Context: an optimization exercise on an open-source flow, tuned for small area, a short achievable clock period and few clock cycles. The choices shown serve that exercise and are no tape-out recipe. Function was checked by simulation only, so behaviour that the tests miss may differ from the original. No activity file was given, so power comes from the tool's default toggle rates.

`run.sh`:
```
#!/bin/bash
# synth_recipe.tcl (not shown) runs the flow's synth.tcl, then flattens the netlist and writes it again
# the make line also repeats each setting of config.mk as NAME=value (left out here)
make -C /OpenROAD-flow-scripts/flow DESIGN_CONFIG=/design/flow/config.mk WORK_HOME=/design/flow/orfs CLKGATE_MAP_FILE= SYNTH_SCRIPT=/design/flow/synth_recipe.tcl finish
```
`config.mk`:
```
export PLATFORM = sky130hd
export DESIGN_NAME = CONV
export DESIGN_NICKNAME = CONV
export VERILOG_FILES = /design/flow/design.v
export SDC_FILE = /design/flow/constraint.sdc
export NUM_CORES = 4
export LEC_CHECK = 0
export CAP_MARGIN = 20
export CORE_MARGIN = 2
export CORE_UTILIZATION = 40
export SLEW_MARGIN = 20
```
`design.v`:
```
`timescale 1ns/10ps
module  CONV(clk,reset,busy,ready,iaddr,idata,cwr,caddr_wr,cdata_wr,crd,caddr_rd,cdata_rd,csel);
input		clk;
input		reset;
output reg	busy;	
input		ready;	
output reg 	[11:0] iaddr;
input		[19:0]idata;	
output reg 	cwr;
output reg 	[11:0] caddr_wr;
output reg	[19:0] cdata_wr;
output reg 	crd;
output reg 	[11:0] caddr_rd;
input	 	[19:0] cdata_rd;
output reg 	[2:0]  csel;
reg [12:0]x,y,x1,y1;
reg signed [19:0]a,b;
reg signed [39:0]c;
reg  signed [39:0] test;
reg [2:0]state; 
reg [3:0]load;
reg mode;
always @(posedge clk or posedge reset) begin
	if(reset) begin
		busy <= 1'd0;
		iaddr <= 12'd0;
		caddr_wr <= 12'd0;
		cdata_wr <= 20'd0;
		caddr_rd <= 12'd0;
		crd <= 1'd0;
		cwr <= 1'd0;
		csel <= 3'd0;
		x <= -13'd1;
		y <= 13'd0;
		state <= 3'd2;
		load <= 4'd0;
		x1 <= 13'd0;
		y1 <= 13'd0;
		mode <= 1'd0;
		a <= 20'd0;
		b <= 20'd0;
		c <= 40'h013100000;
	end
		else begin
		if (mode == 1'd0) begin
			if (ready == 1'd1) begin
				busy <= 1'd1;
			end
			else if(ready == 1'd0 && busy == 1'd1) begin
				csel <= 3'd1;
				case (state)
				3'd0 :begin 
					load <= load + 4'd1;
					if(x1 == 13'd0 && y1 == 13'd0)begin
						if(load == 4'd0)begin
							a <= 20'd0;
							b <= 20'd0;
						end
						else if (load == 4'd1) begin
							iaddr <= x1 + (y1 << 6);	
						end
						else if (load == 4'd2) begin
							iaddr <= (x1 + 13'd1) + (y1 << 6);
							a <= idata;
							b <= 20'hF8F71;
							c <= c + test;
						end
						else if (load == 4'd3) begin
							iaddr <= (x1 + 13'd0) + ((y1 + 13'd1) << 6);
							a <= idata;
							b <= 20'hF6E54;
							c <= c + test;
						end
						else if (load == 4'd4) begin
							iaddr <= (x1 + 13'd1) + ((y1 + 13'd1) << 6);
							a <= idata;
							b <= 20'hFC834;
							c <= c + test;
						end
						else if (load == 4'd5) begin
							a <= idata;
							b <= 20'hFAC19;
							c <= c + test;
						end
						else if (load == 4'd6) begin
							c <= c + test;
						end
						else if (load == 4'd7) begin
							if(c[39] == 1'd0)begin
								if(c[15] == 1'b1) begin
									c[35:15] <= (c[35:15] + 21'd1); 
								end
							end
							else c[35:15] <= 0;
						end
						else if(load == 4'd8)begin
							cwr <= 1'd1;
							cdata_wr <= c[35:16];
							caddr_wr <= x1 + (y1 << 6);
							load <= 4'd0;
							state <= 3'd2;
							c <= 40'h013100000;
						end
					end
					else if(x1 == 13'd63 && y1 == 13'd0)begin
						if(load == 4'd0)begin
							a <= 20'd0;
							b <= 20'd0;
						end
						else if (load == 4'd1) begin
							iaddr <= (x1 - 13'd1)+ (y1 << 6);
						end
						else if (load == 4'd2) begin
							iaddr <= (x1 + 13'd0) + (y1 << 6);
							a <= idata;
							b <= 20'h01004;
							c <= c + test;
						end
						else if (load == 4'd3) begin
							iaddr <= (x1 - 13'd1) + ((y1 + 13'd1) << 6);
							a <= idata;
							b <= 20'hF8F71;
							c <= c + test;
						end
						else if (load == 4'd4) begin
							iaddr <= (x1 + 13'd0) + ((y1 + 13'd1) << 6);
							a <= idata;
							b <= 20'hFA6D7;
							c <= c + test;
						end
						else if (load == 4'd5) begin
							a <= idata;
							b <= 20'hFC834;
							c <= c + test;
						end
						else if (load == 4'd6) begin
							c <= c + test;
						end
						else if (load == 4'd7) begin
							if(c[39] == 1'd0)begin
								if(c[15] == 1'b1) begin
									c[35:15] <= (c[35:15] + 21'd1); 
								end
							end
							else c[35:15] <= 0;
						end
						else if(load == 4'd8)begin
							cwr <= 1'd1;
							cdata_wr <= c[35:16];
							caddr_wr <= x1 + (y1 << 6);
							load <= 4'd0;
							state <= 3'd2;
							c <= 40'h013100000;
						end
					end
					else if(x1 == 13'd0 && y1 == 13'd63)begin
						if(load == 4'd0)begin
							a <= 20'd0;
							b <= 20'd0;
						end
						else if (load == 4'd1) begin
							iaddr <= x1 + ((y1 - 13'd1)<< 6);
						end
						else if (load == 4'd2) begin
							iaddr <= (x1 + 13'd1) + ((y1 - 13'd1) << 6);
							a <= idata;
							b <= 20'h092D5;
							c <= c + test;
						end
						else if (load == 4'd3) begin
							iaddr <= (x1 + 13'd0) + ((y1 + 13'd0) << 6);
							a <= idata;
							b <= 20'h06D43;
							c <= c + test;
						end
						else if (load == 4'd4) begin
							iaddr <= (x1 + 13'd1) + ((y1 + 13'd0) << 6);
							a <= idata;
							b <= 20'hF8F71;
							c <= c + test;
						end
						else if (load == 4'd5) begin
							a <= idata;
							b <= 20'hF6E54;
							c <= c + test;
						end
						else if (load == 4'd6) begin
							c <= c + test;
						end
						else if (load == 4'd7) begin
							if(c[39] == 1'd0)begin
								if(c[15] == 1'b1) begin
									c[35:15] <= (c[35:15] + 21'd1); 
								end
							end
							else c[35:15] <= 0;
						end
						else if(load == 4'd8)begin
							cwr <= 1'd1;
							cdata_wr <= c[35:16];
							caddr_wr <= x1 + (y1 << 6);
							load <= 4'd0;
							state <= 3'd2;
							c <= 40'h013100000;
						end
					end
					else if(x1 == 13'd63 && y1 == 13'd63)begin
						if(load == 4'd0)begin
							a <= 20'd0;
							b <= 20'd0;
						end
						else if (load == 4'd1) begin
							iaddr <= x1 - 13'd1 + ((y1 - 13'd1) << 6);
						end
						else if (load == 4'd2) begin
							iaddr <= (x1 + 13'd0) + ((y1 - 13'd1) << 6);
							a <= idata;
							b <= 20'h0A89E;
							c <= c + test;
						end
						else if (load == 4'd3) begin
							iaddr <= (x1 - 13'd1) + ((y1 + 13'd0) << 6);
							a <= idata;
							b <= 20'h092D5;
							c <= c + test;
						end
						else if (load == 4'd4) begin
							iaddr <= (x1 + 13'd0) + ((y1 + 13'd0) << 6);
							a <= idata;
							b <= 20'h01004;
							c <= c + test;
						end
						else if (load == 4'd5) begin
							a <= idata;
							b <= 20'hF8F71;
							c <= c + test;
						end
						else if (load == 4'd6) begin
							c <= c + test;
						end
						else if (load == 4'd7) begin
							if(c[39] == 1'd0)begin
								if(c[15] == 1'b1) begin
									c[35:15] <= (c[35:15] + 21'd1); 
								end
							end
							else c[35:15] <= 0;
						end
						else if(load == 4'd8)begin
							cwr <= 1'd1;
							cdata_wr <= c[35:16];
							caddr_wr <= x1 + (y1 << 6);
							load <= 4'd0;
							state <= 3'd2;
							c <= 40'h013100000;
						end
					end
					else if(y1 == 13'd0)begin
						if(load == 4'd0)begin
							a <= 20'd0;
							b <= 20'd0;
						end
						else if (load == 4'd1) begin
							iaddr <= x1 - 13'd1 + ((y1 + 13'd0) << 6);
						end
						else if (load == 4'd2) begin
							iaddr <= (x1 + 13'd0) + ((y1 + 13'd0) << 6);
							a <= idata;
							b <= 20'h01004;
							c <= c + test;
						end
						else if (load == 4'd3) begin
							iaddr <= (x1 + 13'd1) + ((y1 + 13'd0) << 6);
							a <= idata;
							b <= 20'hF8F71;
							c <= c + test;
						end
						else if (load == 4'd4) begin
							iaddr <= (x1 - 13'd1) + ((y1 + 13'd1) << 6);
							a <= idata;
							b <= 20'hF6E54;
							c <= c + test;
						end
						else if (load == 4'd5) begin
							iaddr <= (x1 + 13'd0) + ((y1 + 13'd1) << 6);
							a <= idata;
							b <= 20'hFA6D7;
							c <= c + test;
						end
						else if (load == 4'd6) begin
							iaddr <= (x1 + 13'd1) + ((y1 + 13'd1) << 6);
							a <= idata;
							b <= 20'hFC834;
							c <= c + test;
						end
						else if (load == 4'd7) begin
							a <= idata;
							b <= 20'hFAC19;
							c <= c + test;
						end
						else if (load == 4'd8) begin
							c <= c + test;
						end
						else if (load == 4'd9) begin
							if(c[39] == 1'd0)begin
								if(c[15] == 1'b1) begin
									c[35:15] <= (c[35:15] + 21'd1); 
								end
							end
							else c[35:15] <= 0;
						end
						else if(load == 4'd10)begin
							cwr <= 1'd1;
							cdata_wr <= c[35:16];
							caddr_wr <= x1 + (y1 << 6);
							load <= 4'd0;
							state <= 3'd2;
							c <= 40'h013100000;
						end
					end
					else if(x1 == 13'd63)begin 
						if(load == 4'd0)begin
							a <= 20'd0;
							b <= 20'd0;
						end
						else if (load == 4'd1) begin
							iaddr <= x1 - 13'd1 + ((y1 - 13'd1) << 6);
						end
						else if (load == 4'd2) begin
							iaddr <= (x1 + 13'd0) + ((y1 - 13'd1) << 6);
							a <= idata;
							b <= 20'h0A89E;
							c <= c + test;
						end
						else if (load == 4'd3) begin
							iaddr <= (x1 - 13'd1) + ((y1 + 13'd0) << 6);
							a <= idata;
							b <= 20'h092D5;
							c <= c + test;
						end
						else if (load == 4'd4) begin
							iaddr <= (x1 + 13'd0) + ((y1 + 13'd0) << 6);
							a <= idata;
							b <= 20'h01004;
							c <= c + test;
						end
						else if (load == 4'd5) begin
							iaddr <= (x1 - 13'd1) + ((y1 + 13'd1) << 6);
							a <= idata;
							b <= 20'hF8F71;
							c <= c + test;
						end
						else if (load == 4'd6) begin
							iaddr <= (x1 + 13'd0) + ((y1 + 13'd1) << 6);
							a <= idata;
							b <= 20'hFA6D7;
							c <= c + test;
						end
						else if (load == 4'd7) begin
							a <= idata;
							b <= 20'hFC834;
							c <= c + test;
						end
						else if (load == 4'd8) begin
							c <= c + test;
						end
						else if (load == 4'd9) begin
							if(c[39] == 1'd0)begin
								if(c[15] == 1'b1) begin
									c[35:15] <= (c[35:15] + 21'd1); 
								end
							end
							else c[35:15] <= 0;
						end
						else if(load == 4'd10)begin
							cwr <= 1'd1;
							cdata_wr <= c[35:16];
							caddr_wr <= x1 + (y1 << 6);
							load <= 4'd0;
							state <= 3'd2;
							c <= 40'h013100000;
						end
					end
					else if(y1 == 13'd63)begin  
						if(load == 4'd0)begin
							a <= 20'd0;
							b <= 20'd0;
						end
						else if (load == 4'd1) begin
							iaddr <= x1 - 13'd1 + ((y1 - 13'd1) << 6);
						end
						else if (load == 4'd2) begin
							iaddr <= (x1 + 13'd0) + ((y1 - 13'd1) << 6);
							a <= idata;
							b <= 20'h0A89E;
							c <= c + test;
						end
						else if (load == 4'd3) begin
							iaddr <= (x1 + 13'd1) + ((y1 - 13'd1) << 6);
							a <= idata;
							b <= 20'h092D5;
							c <= c + test;
						end
						else if (load == 4'd4) begin
							iaddr <= (x1 - 13'd1) + ((y1 + 13'd0) << 6);
							a <= idata;
							b <= 20'h06D43;
							c <= c + test;
						end
						else if (load == 4'd5) begin
							iaddr <= (x1 + 13'd0) + ((y1 + 13'd0) << 6);
							a <= idata;
							b <= 20'h01004;
							c <= c + test;
						end
						else if (load == 4'd6) begin
							iaddr <= (x1 + 13'd1) + ((y1 + 13'd0) << 6);
							a <= idata;
							b <= 20'hF8F71;
							c <= c + test;
						end
						else if (load == 4'd7) begin
							a <= idata;
							b <= 20'hF6E54;
							c <= c + test;
						end
						else if (load == 4'd8) begin
							c <= c + test;
						end
						else if (load == 4'd9) begin
							if(c[39] == 1'd0)begin
								if(c[15] == 1'b1) begin
									c[35:15] <= (c[35:15] + 21'd1); 
								end
							end
							else c[35:15] <= 0;
						end
						else if(load == 4'd10)begin
							cwr <= 1'd1;
							cdata_wr <= c[35:16];
							caddr_wr <= x1 + (y1 << 6);
							load <= 4'd0;
							state <= 3'd2;
							c <= 40'h013100000;
						end
					end
					else if(x1 == 13'd0)begin 
						if(load == 4'd0)begin
							a <= 20'd0;
							b <= 20'd0;
						end
						else if (load == 4'd1) begin
							iaddr <= x1 + 13'd0 + ((y1 - 13'd1) << 6);
						end
						else if (load == 4'd2) begin
							iaddr <= (x1 + 13'd1) + ((y1 - 13'd1) << 6);
							a <= idata;
							b <= 20'h092D5;
							c <= c + test;
						end
						else if (load == 4'd3) begin
							iaddr <= (x1 + 13'd0) + ((y1 + 13'd0) << 6);
							a <= idata;
							b <= 20'h06D43;
							c <= c + test;
						end
						else if (load == 4'd4) begin
							iaddr <= (x1 + 13'd1) + ((y1 + 13'd0) << 6);
							a <= idata;
							b <= 20'hF8F71;
							c <= c + test;
						end
						else if (load == 4'd5) begin
							iaddr <= (x1 + 13'd0) + ((y1 + 13'd1) << 6);
							a <= idata;
							b <= 20'hF6E54;
							c <= c + test;
						end
						else if (load == 4'd6) begin
							iaddr <= (x1 + 13'd1) + ((y1 + 13'd1) << 6);
							a <= idata;
							b <= 20'hFC834;
							c <= c + test;
						end
						else if (load == 4'd7) begin
							a <= idata;
							b <= 20'hFAC19;
							c <= c + test;
						end
						else if (load == 4'd8) begin
							c <= c + test;
						end
						else if (load == 4'd9) begin
							if(c[39] == 1'd0)begin
								if(c[15] == 1'b1) begin
									c[35:15] <= (c[35:15] + 21'd1); 
								end
							end
							else c[35:15] <= 0;
						end
						else if(load == 4'd10)begin
							cwr <= 1'd1;
							cdata_wr <= c[35:16];
							caddr_wr <= x1 + (y1 << 6);
							load <= 4'd0;
							state <= 3'd2;
							c <= 40'h013100000;
						end
					end
				end
				3'd1:begin 
					load <= load + 4'd1;
					if(load == 4'd0)begin
						iaddr <= (x1 - 13'd1) + ((y1 - 13'd1) << 6);
						a <= 20'd0;
						b <= 20'd0;
					end
					else if(load == 4'd1) begin
						iaddr <= (x1 + 13'd0) + ((y1 - 13'd1) << 6);
						a <= idata;
						b <= 20'h0A89E;
						c <= c + test;
					end
					else if(load == 4'd2) begin
						iaddr <= (x1 + 13'd1) + ((y1 - 13'd1) << 6);
						a <= idata;
						b <= 20'h092D5;
						c <= c + test;
					end
					else if(load == 4'd3) begin
						iaddr <= (x1 - 13'd1) + ((y1 + 13'd0) << 6);
						a <= idata;
						b <= 20'h06D43;
						c <= c + test;
					end
					else if(load == 4'd4) begin
						iaddr <= (x1 + 13'd0) + ((y1 + 13'd0) << 6);
						a <= idata;
						b <= 20'h01004;
						c <= c + test;
					end
					else if(load == 4'd5) begin
						iaddr <= (x1 + 13'd1) + ((y1 + 13'd0) << 6);
						a <= idata;
						b <= 20'hF8F71;
						c <= c + test;
					end
					else if(load == 4'd6) begin
						iaddr <= (x1 - 13'd1) + ((y1 + 13'd1) << 6);
						a <= idata;
						b <= 20'hF6E54;
						c <= c + test;
					end
					else if(load == 4'd7) begin
						iaddr <= (x1 + 13'd0) + ((y1 + 13'd1) << 6);
						a <= idata;
						b <= 20'hFA6D7;
						c <= c + test;
					end
					else if(load == 4'd8) begin
						iaddr <= (x1 + 13'd1) + ((y1 + 13'd1) << 6);
						a <= idata;
						b <= 20'hFC834;
						c <= c + test;
					end
					else if(load == 4'd9) begin
						a <= idata;
						b <= 20'hFAC19;
						c <= c + test;
					end
					else if (load == 4'd10) begin
						c <= c + test;
					end
					else if (load == 4'd11) begin
							if(c[39] == 1'd0)begin
								if(c[15] == 1'b1) begin
									c[35:15] <= (c[35:15] + 21'd1); 
								end
							end
							else c[35:15] <= 0;
						end
						else if(load == 4'd12)begin
							cwr <= 1'd1;
							cdata_wr <= c[35:16];
							caddr_wr <= x1 + (y1 << 6);
							load <= 4'd0;
							state <= 3'd2;
							c <= 40'h013100000;
						end
					end
				3'd2:begin 
					if (x == 13'd64 && y == 13'd63)begin	
						mode <= 1'd1;
						load <= -4'd1;
					end
					else if (y != 13'd63 && x == 13'd63) begin
						y <= y + 13'd1;
						x <= 13'd0;
					end
					else begin
						x <= x + 13'd1;
					end
						x1 <= x;
						y1 <= y;
						if(x == -13'd1)begin
							load <= 4'd0;
						end
						else if (x == 13'd0||x==13'd63||y==13'd0||y==13'd63) begin
							state <= 3'd0;
						end
						else 
							state <= 3'd1;
					end
				endcase
			end
		end
		else if(mode)begin
			case (state)
			3'd0:begin
				load <= load + 4'd1;
				if (load == -4'd1) begin
					y1[11:0] <= 12'd0;
					x1[11:0] <= -12'd2;
					y[11:0] <= 12'd0;
					x[11:0] <= 12'd0;	
				end
				else if(load == 4'd0)begin
					csel <= 3'd1;
					crd <= 1'd1;
					cwr <= 1'd0;
					caddr_rd <= (x[11:0]) + (y[11:0] << 6);
				end
				else if(load == 4'd1)begin
					caddr_rd <= (x[11:0]) + 12'd1 + (y[11:0] << 6 );
					a <= cdata_rd;
				end
				else if(load == 4'd2)begin
					caddr_rd <= x[11:0] + 12'd0 + ((y[11:0] + 12'd1) << 6 );
					a <= (a > cdata_rd)?a:cdata_rd;
				end
				else if(load == 4'd3)begin
					caddr_rd <= x[11:0] + 12'd1 + ((y[11:0] + 12'd1) << 6 );
					a <= (a > cdata_rd)?a:cdata_rd;
				end
				else if(load == 4'd4)begin
					a <= (a > cdata_rd)?a:cdata_rd;
				end
				else begin
					csel <= 3'd3;
					state <= 3'd1;
					cwr <= 1'd1;
					caddr_wr <= (x[11:0] >> 1) + (y[11:0] << 4);
					cdata_wr <= a;
					load <= 4'd0;
				end
			end
			default:begin
				if(x1[11:0] == 12'd64 && y1[11:0] == 12'd62)begin
					busy <= 1'd0;
				end
				else if (x1[11:0] == 12'd62 && y1[11:0] != 12'd62) begin
					x1[11:0] <= 12'd0;
					y1[11:0] <= y1[11:0] + 12'd2;
				end
				else begin
					x1[11:0] <= x1[11:0] + 12'd2;
				end
				x[11:0] <= x1[11:0];
				y[11:0] <= y1[11:0];
				if(x1[11:0] == -12'd2)begin
					load <= 4'd0;
				end
				else begin
					state <= 3'd0;
				end
			end
			endcase
		end
	end
end
always @(*) begin
	test = a * b;
end
endmodule
```
`constraint.sdc`:
```
create_clock -name core_clock -period 10.0 [get_ports {clk}]
set_input_delay 2.0000 -clock core_clock [delete_from_list [all_inputs] [get_ports {clk}]]
set_output_delay 2.0000 -clock core_clock [all_outputs]
set_load 0.01 [all_outputs]
```
==> reports/metrics.cfg <==
[yosys]
syn_area_per_cell_sq_um = 8.00
seq_area_frac_synth_pct = 13.4
async_reset_ff_share_pct = 100
synth_top_family_by_area = adder cells
ys_types = 94
synth_mux_area_share_pct = 0.249
synth_area_sq_mm = 0.0377
synth_xor_area_share_pct = 4.46
yosysWarnings = 1
synthCells = 4709
synth-seq-cells = 201
ys.flop_type = dfrtp_1
synth_fa_ha_area_share_pct = 33.3
syn_nets = 5466
synth-edff-count = 0
synth_compound_area_share_pct = 21.8
yosys.area_share.simple_pct = 16.5

[setup_path]
critPathLaunchType = register
endpoint_kind = register
worstSetupStartpoint = a[19]$_DFFE_PP0P_
worstSetupPathType = register to register
critPathRequiredTime_ns = 10.50
crit_arrival_ns = 9.11
path_max_fanout = 23
cpMaxStageDelayCell = dfrtp_1
r2r_start = a[19]$_DFFE_PP0P_
critPathMaxStageDelay_ns = 0.96

[timing]
relSlewSlack_pct = 20.9
finalCritPeriodShare_pct = 86.1
skew_ns = 0.0238
setup_viol = 0
slew_viol_final = 0
worst_slew_pin_slew_ns = 1.18
finalSetupTns_ns = 0
min_period_ns = 8.61
grt_setup_unrepaired = false
hold_viol = 0
clock.fmax_ghz = 0.116

[die]
top_level_ports = 105
dieArea_sq_mm = 0.0967
die_w_um = 311
core_sq_mm = 0.0933
die_y_um = 311
std_cell_rows = 112
start_util_pct = 40.4

[layout]
final_area_sq_mm = 0.0411
drive_gt1_share_pct = 5.03
area_growth_pct = 9.04
finalNonFillerCells = 5906
diodes = 0
fillers = 9395
final_nets = 5385

[drt]
drc = 0
drt_iter0_markers = 4182
wirelength_mm = 145
firstDrtPassIters = 8
wl_per_cell_um = 24.6
vias_per_cell = 6.01
antenna_left = 0
num_vias = 35500

[clock_tree]
cts_sinks = 201
clk_latency_ns = 0.62
hold_buffers = 0
cts_resized = 0
cts.clk_slew.worst_paths_ns = 0.06
cts_buffer_depth = 3
numCtsBuffers = 30
h-tree-depth = 1
tritoncts = built
cts_setup_buffers = 0
root_buffer = clkbuf_16

[global_routing]
antenna_found_initial = 1
grt_max_degree = 98
grt_pass1_vias = 35500
grt_pass1_wl_mm = 224
grtUsageTotal_pct = 29.8
gr-total-overflow = 0

[place]
dpl.hpwl_mm = 108
place.gp.congestion = 0.970
port_buffers = 103
numPlacedInstances = 5850
placed_area_sq_mm = 0.0399

[job]
cap_violations = 0

[pwr]
leakagePower_nw = 19.4
finalPower_mw = 5.35
cellPowerDensity_mw_per_mm2 = 130
worst_ir_drop_vdd_mv = 0.168

[run_status]
status = complete, no violations

[min_path]
min_from = caddr_rd[10]$_DFFE_PP0P_
hold_class = register to register

==> per-stage QoR <==
| step | utilization [%] | hold WS (ns) | setup slack, ns |
|---|---|---|---|
| 6_report | 44.0 | 0.493 | 1.39 |
| 5_1_grt | 44.0 | 0.516 | 0.987 |
| 4_1_cts | 44.0 | 0.495 | 1.42 |
| 3_5_place_dp | 42.8 | 0.475 | 1.45 |
| 3_3_place_gp | 42.8 | 0.464 | 1.58 |
| 2_1_floorplan | - | 0.452 | 1.98 |
==> where the power goes <==
group          leakage, nW  switching, mW  internal (mW)
logic                 16.3           1.75           1.28
registers             2.50          0.191          0.856
clock network        0.559          0.472          0.800
total                 19.4           2.41           2.94
==> critical path, delay by kind of cell, from the launching register on <==
| family | cells | cell delay, ns |
|---|---|---|
| fa+ha+maj | 8 | 3.78 |
| flops | 1 | 0.96 |
| compound gates | 9 | 2.55 |
| simple gates | 2 | 0.45 |
| xor+xnor | 1 | 0.09 |
| buf+inv | 6 | 0.67 |
==> layer usage <==
| metal | global-route usage, % | part of all wire [%] |
|---|---|---|
| met5 | 0.247 | 0 |
| met1 | 41.1 | 42 |
| met4 | 11.0 | 4.2 |
| met3 | 6.11 | 9.9 |
| met2 | 46.1 | 44 |
==> cell type report <==
type	instances	area, sq um	share of cell area, %
Clock buffer	40	850	2.07
Clock inverter	16	298	0.724
Inverter	708	2670	6.48
Multi-Input combinational cell	3485	28900	70.3
Sequential cell	201	5060	12.3
Tap cell	1254	1570	3.82
Timing Repair Buffer	202	1770	4.32
==> sequential cells by signal, indices dropped and copies added (netlist names), 2 cells and up <==
signal    cells
state         3
c            40
iaddr        12
x1           13
load          4
b            20
caddr_rd     12
a            20
caddr_wr     12
cdata_wr     20
csel          2
y1           13
x            13
y            13
==> path summary, 6_finish.rpt <==
kind	to	slack, ns	depth (start not counted)
max	c[38]$_DFFE_PP0P_	1.39	26
min	caddr_rd[10]$_DFFE_PP0P_	0.49	2
max reg2reg	c[38]$_DFFE_PP0P_	1.39	26
min reg2reg	caddr_rd[10]$_DFFE_PP0P_	0.49	2
max in group asynchronous	cdata_wr[11]$_DFFE_PP0P_	6.62	3
min in group asynchronous	c[3]$_DFFE_PP0P_	1.91	2
==> Yosys cell counts, types with 21 or more instances <==
library cell,instances,area (sq um)
a22oi_1,63,473
o21ai_0,338,1690
a21oi_1,285,1430
o22ai_1,49,307
nand2b_1,25,156
xor2_1,45,394
a211oi_1,47,353
xnor2_1,147,1290
dfrtp_1,183,4580
and3_1,43,269
nand3_1,81,405
inv_1,705,2650
nand4_1,24,150
a221oi_1,36,315
fa_1,481,9630
a31oi_1,40,250
nor3_1,50,250
nor4_1,27,169
a22o_1,67,587
and2_1,194,1210
nor2_1,281,1050
clkbuf_1,272,1020
ha_1,233,2920
buf_1,21,78.8
nand2_1,491,1840
o2bb2ai_1,21,184
a21o_1,60,450
o211ai_1,44,330
==> cells in the final DEF, fill, tap and decap left out, types with 99 or more instances in the layout <==
master / n
ha_1: 233
inv_1: 704
dfrtp_1: 180
fa_1: 481
a21oi_1: 285
xnor2_1: 146
nand2_1: 490
clkdlybuf4s50_1: 103
nor2_1: 273
buf_4: 99
o21ai_0: 335
and2_1: 194
==> kinds of logic (layout without fill, tap and decap cells) <==
logic type	Yosys count	count (layout)
flip-flops	201	201
AND/OR/NAND/NOR	1306	1306
multiplexers	9	9
adder cells (fa/ha/maj)	714	714
XOR/XNOR	192	192
buffers and inverters	1023	966
AO/OA/AOI/OAI	1263	1263
other	1	1
Testbench counts, summed over its fixed seeds: cycles 768,144.

## afterwards: timing with drivers on the ports
No port has a modelled driver above. Below, the same layout with a new extraction and two added sets of constraints. Step 1 sets driving cells, clkbuf_16 on the clock port and buf_2 on the other inputs (assumed; they add their load-dependent delay and slew). Step 2 moves the port delays by t, midway between the first and last clock arrival at a register: inputs arrive t later, outputs are due t later. That takes back most of the time a late clock gives input paths. Three values: ideal ports, drivers, drivers and shift; two values: the first two.
shift t [ns]: 0.677
slack for setup (ns): 1.389 / 1.389 / 1.389
latest minus earliest clock arrival (ns): 0.029 / 0.030
After both steps setup and hold are still met in this run. The setup slack of this run moves by 0.000 ns with the drivers and by 0.000 ns with both steps.
